From an optimization exercise on the open Yosys and OpenROAD flow, aimed at small area; shortcuts taken in it are not production practice.

// data_loader
module data_loader(
    input wire CLK,
    input wire [7:0] data,
    input wire [1:0] ctrl_logic,
    output reg [255:0] res_mat
);
    wire [7:0] data_out;
    DflopX4 data_flop(CLK, data, data_out);
    reg n4, n3;
    wire n2 = ~n4 & ~n3;
    reg [1:0] row, col;
    reg       phb;
    reg       done;
    wire cmd_data  = (ctrl_logic == 2'd0);
    wire cmd_head  = (ctrl_logic == 2'd1);
    wire cmd_clear = (ctrl_logic == 2'd2);
    wire [1:0] nm1 = n4 ? 2'd3 : (n3 ? 2'd2 : 2'd1);
    wire col_last = (col == nm1);
    wire row_last = (row == nm1);
    always @(posedge CLK) begin
        if (cmd_head) begin
            n4 <= data_out[2];
            n3 <= data_out[1] & data_out[0];
        end
    end
    always @(posedge CLK) begin
        done <= cmd_data & phb & col_last & row_last;
        if (cmd_clear) begin
            row <= 2'd0;
            col <= 2'd0;
            phb <= 1'b0;
        end else if (cmd_data) begin
            if (col_last) begin
                col <= 2'd0;
                if (row_last) begin
                    row <= 2'd0;
                    phb <= 1'b1;
                end else begin
                    row <= row + 2'd1;
                end
            end else begin
                col <= col + 2'd1;
            end
        end
    end
    reg [7:0] a [0:15];
    wire sh_a = cmd_data & (~phb | col_last);
    integer p;
    always @(posedge CLK) begin
        if (sh_a) begin
            a[0] <= data_out;
            for (p = 1; p < 16; p = p + 1)
                a[p] <= a[p - 1];
        end
    end
    reg [15:0] ps [0:15];
    wire [7:0] a0 = n4 ? a[15] : a[8];
    wire [7:0] a1 = n4 ? a[11] : a[5];
    wire [7:0] a2 = n4 ? a[7] : (n3 ? a[2] : a[1]);
    wire [7:0] a3 = a[3];
    wire first = (row == 2'd0);
    wire [15:0] t0 = first ? 16'd0 : (n4 ? ps[15] : ps[8]);
    wire [15:0] t1 = first ? 16'd0 : (n4 ? ps[11] : ps[5]);
    wire [15:0] t2 = first ? 16'd0 : (n4 ? ps[7] : (n3 ? ps[2] : ps[1]));
    wire [15:0] t3 = first ? 16'd0 : ps[3];
    wire [15:0] s0, s1, s2, s3;
    matrix mac0(t0, a0, data_out, s0);
    matrix mac1(t1, a1, data_out, s1);
    matrix mac2(t2, a2, data_out, s2);
    matrix mac3(t3, a3, data_out, s3);
  ...
Size: about 0.030 mm² of cells after synthesis.
==> flow/config.mk <==
export PLATFORM = sky130hd
export DESIGN_NAME = data_loader
export DESIGN_NICKNAME = data_loader
export VERILOG_FILES = /design/flow/design.v
export SDC_FILE = /design/flow/constraint.sdc
export NUM_CORES = 4
export LEC_CHECK = 0
export CAP_MARGIN = 20
export CORE_MARGIN = 2
export CORE_UTILIZATION = 40
export SLEW_MARGIN = 20
==> flow/constraint.sdc <==
create_clock -name core_clock -period 10.0 [get_ports {CLK}]
set_input_delay 2.0000 -clock core_clock [delete_from_list [all_inputs] [get_ports {CLK}]]
set_output_delay 2.0000 -clock core_clock [all_outputs]
set_load 0.01 [all_outputs]
standard.sh (not shown) runs the stock make flow with config.mk's settings and CLKGATE_MAP_FILE= SYNTH_SCRIPT=/design/flow/synth_recipe.tcl, a recipe that flattens the netlist after the stock synthesis.
==> flow/flow/run.sh <==
#!/bin/bash
# The standard layout, with two changes to how it is made:
#  - ports are buffered with buf_1 rather than the resizer's default buffer;
#  - clock tree synthesis inserts no dummy loads and builds from clkbuf_4;
set -euo pipefail
bash standard.sh \
  "BUFFER_PORTS_ARGS=-buffer_cell sky130_fd_sc_hd__buf_1" \
  "CTS_ARGS=-sink_clustering_enable -repair_clock_nets -dont_use_dummy_load -buf_list sky130_fd_sc_hd__clkbuf_4" \
  finish > make.log 2>&1
Next try:
==> flow/run.sh (new file) <==
#!/bin/bash
# synth_recipe.tcl (not shown) runs the flow's synth.tcl, then flattens the netlist and writes it again
# the make line also repeats each setting of config.mk as NAME=value (left out here)
make -C /OpenROAD-flow-scripts/flow DESIGN_CONFIG=/design/flow/config.mk WORK_HOME=/design/flow/orfs CLKGATE_MAP_FILE= SYNTH_SCRIPT=/design/flow/synth_recipe.tcl finish
--- a/flow/config.mk
+++ b/flow/config.mk
@@ -8,4 +8,5 @@
 export CAP_MARGIN = 20
 export CORE_MARGIN = 2
-export CORE_UTILIZATION = 40
+export CORE_UTILIZATION = 60
+export CTS_BUF_LIST = sky130_fd_sc_hd__clkbuf_4
 export SLEW_MARGIN = 20
removed: flow/flow/run.sh
removed: flow/standard.sh
Sequential share of layout area falls by 3.4 points; global-route usage rises by 9.0 points; worst setup slack gets better by 270 ps; non-clock buffer count does not change; register-to-register slack is better by 270 ps.
Next try:
==> flow/flow/run.sh (new file) <==
#!/bin/bash
# The standard layout, with three changes to how it is made:
#  - ports are buffered with buf_1 rather than the resizer's default buffer;
#  - clock tree synthesis inserts no dummy loads and builds from clkbuf_4;
#  - after global routing, cells off the critical paths are downsized.
set -euo pipefail
bash standard.sh \
  "BUFFER_PORTS_ARGS=-buffer_cell sky130_fd_sc_hd__buf_1" \
  "CTS_ARGS=-sink_clustering_enable -repair_clock_nets -dont_use_dummy_load -buf_list sky130_fd_sc_hd__clkbuf_4" \
  "RECOVER_POWER=100" \
  finish > make.log 2>&1
==> flow/standard.sh (new file) <==
#!/bin/bash
# synth_recipe.tcl (not shown) runs the flow's synth.tcl, then flattens the netlist and writes it again
# the make line also repeats each setting of config.mk as NAME=value (left out here)
make -C /OpenROAD-flow-scripts/flow DESIGN_CONFIG=/design/flow/config.mk WORK_HOME=/design/flow/orfs CLKGATE_MAP_FILE= SYNTH_SCRIPT=/design/flow/synth_recipe.tcl "${@:-finish}"
--- a/flow/config.mk
+++ b/flow/config.mk
@@ -8,5 +8,4 @@
 export CAP_MARGIN = 20
 export CORE_MARGIN = 2
-export CORE_UTILIZATION = 60
-export CTS_BUF_LIST = sky130_fd_sc_hd__clkbuf_4
+export CORE_UTILIZATION = 40
 export SLEW_MARGIN = 20
removed: flow/run.sh
After rerunning: With this change the flow produced a layout that fails on capacitance limit, slew limit; register-to-register slack got worse by 430 ps; design area fell by 6.1%; cell count went up by 5.9%; synthesized area stays the same; die area goes up by 49%; global-route usage went down by 9.0 points; clock-buffer cell count decreases by 72; sequential share of layout area climbs by 3.6 points; worst setup slack gets worse by 430 ps; wire length goes up by 2.4%; critical path depth went down by 1.
Function was not checked in any run of this note: the RTL went through the layout flow alone.

-- separate check: timing with driven ports --
In the flow no input, the clock included, has a driving cell. The finished layouts below were timed again as built, in two steps.
Step 1 sets driving cells, clkbuf_16 on the clock port and buf_2 on the other inputs (assumed; they add their load-dependent delay and slew).
Step 2, shift: input delay + t, output delay - t, t = (earliest + latest rising clock arrival at the registers) / 2. This alone moves slack from input paths to output paths.
Slacks: ideal / step 1 / step 2; pairs: ideal / step 1.
| run | t, ns | slack for setup (ns) | worst hold slack (ns) |
|---|---|---|---|
| the first run | 0.986 | 1.497 / 1.497 / 1.497 | 0.315 / 0.315 / 0.315 |
| the second run | 1.037 | 1.763 / 1.763 / 1.763 | 0.379 / 0.379 / 0.379 |
| the third run | 0.980 | 1.338 / 1.338 / 0.979 | 0.315 / 0.315 / 0.315 |
For the third run, which loses most, drivers alone change the setup slack by 0.000 ns; drivers and shift together by -0.359 ns.
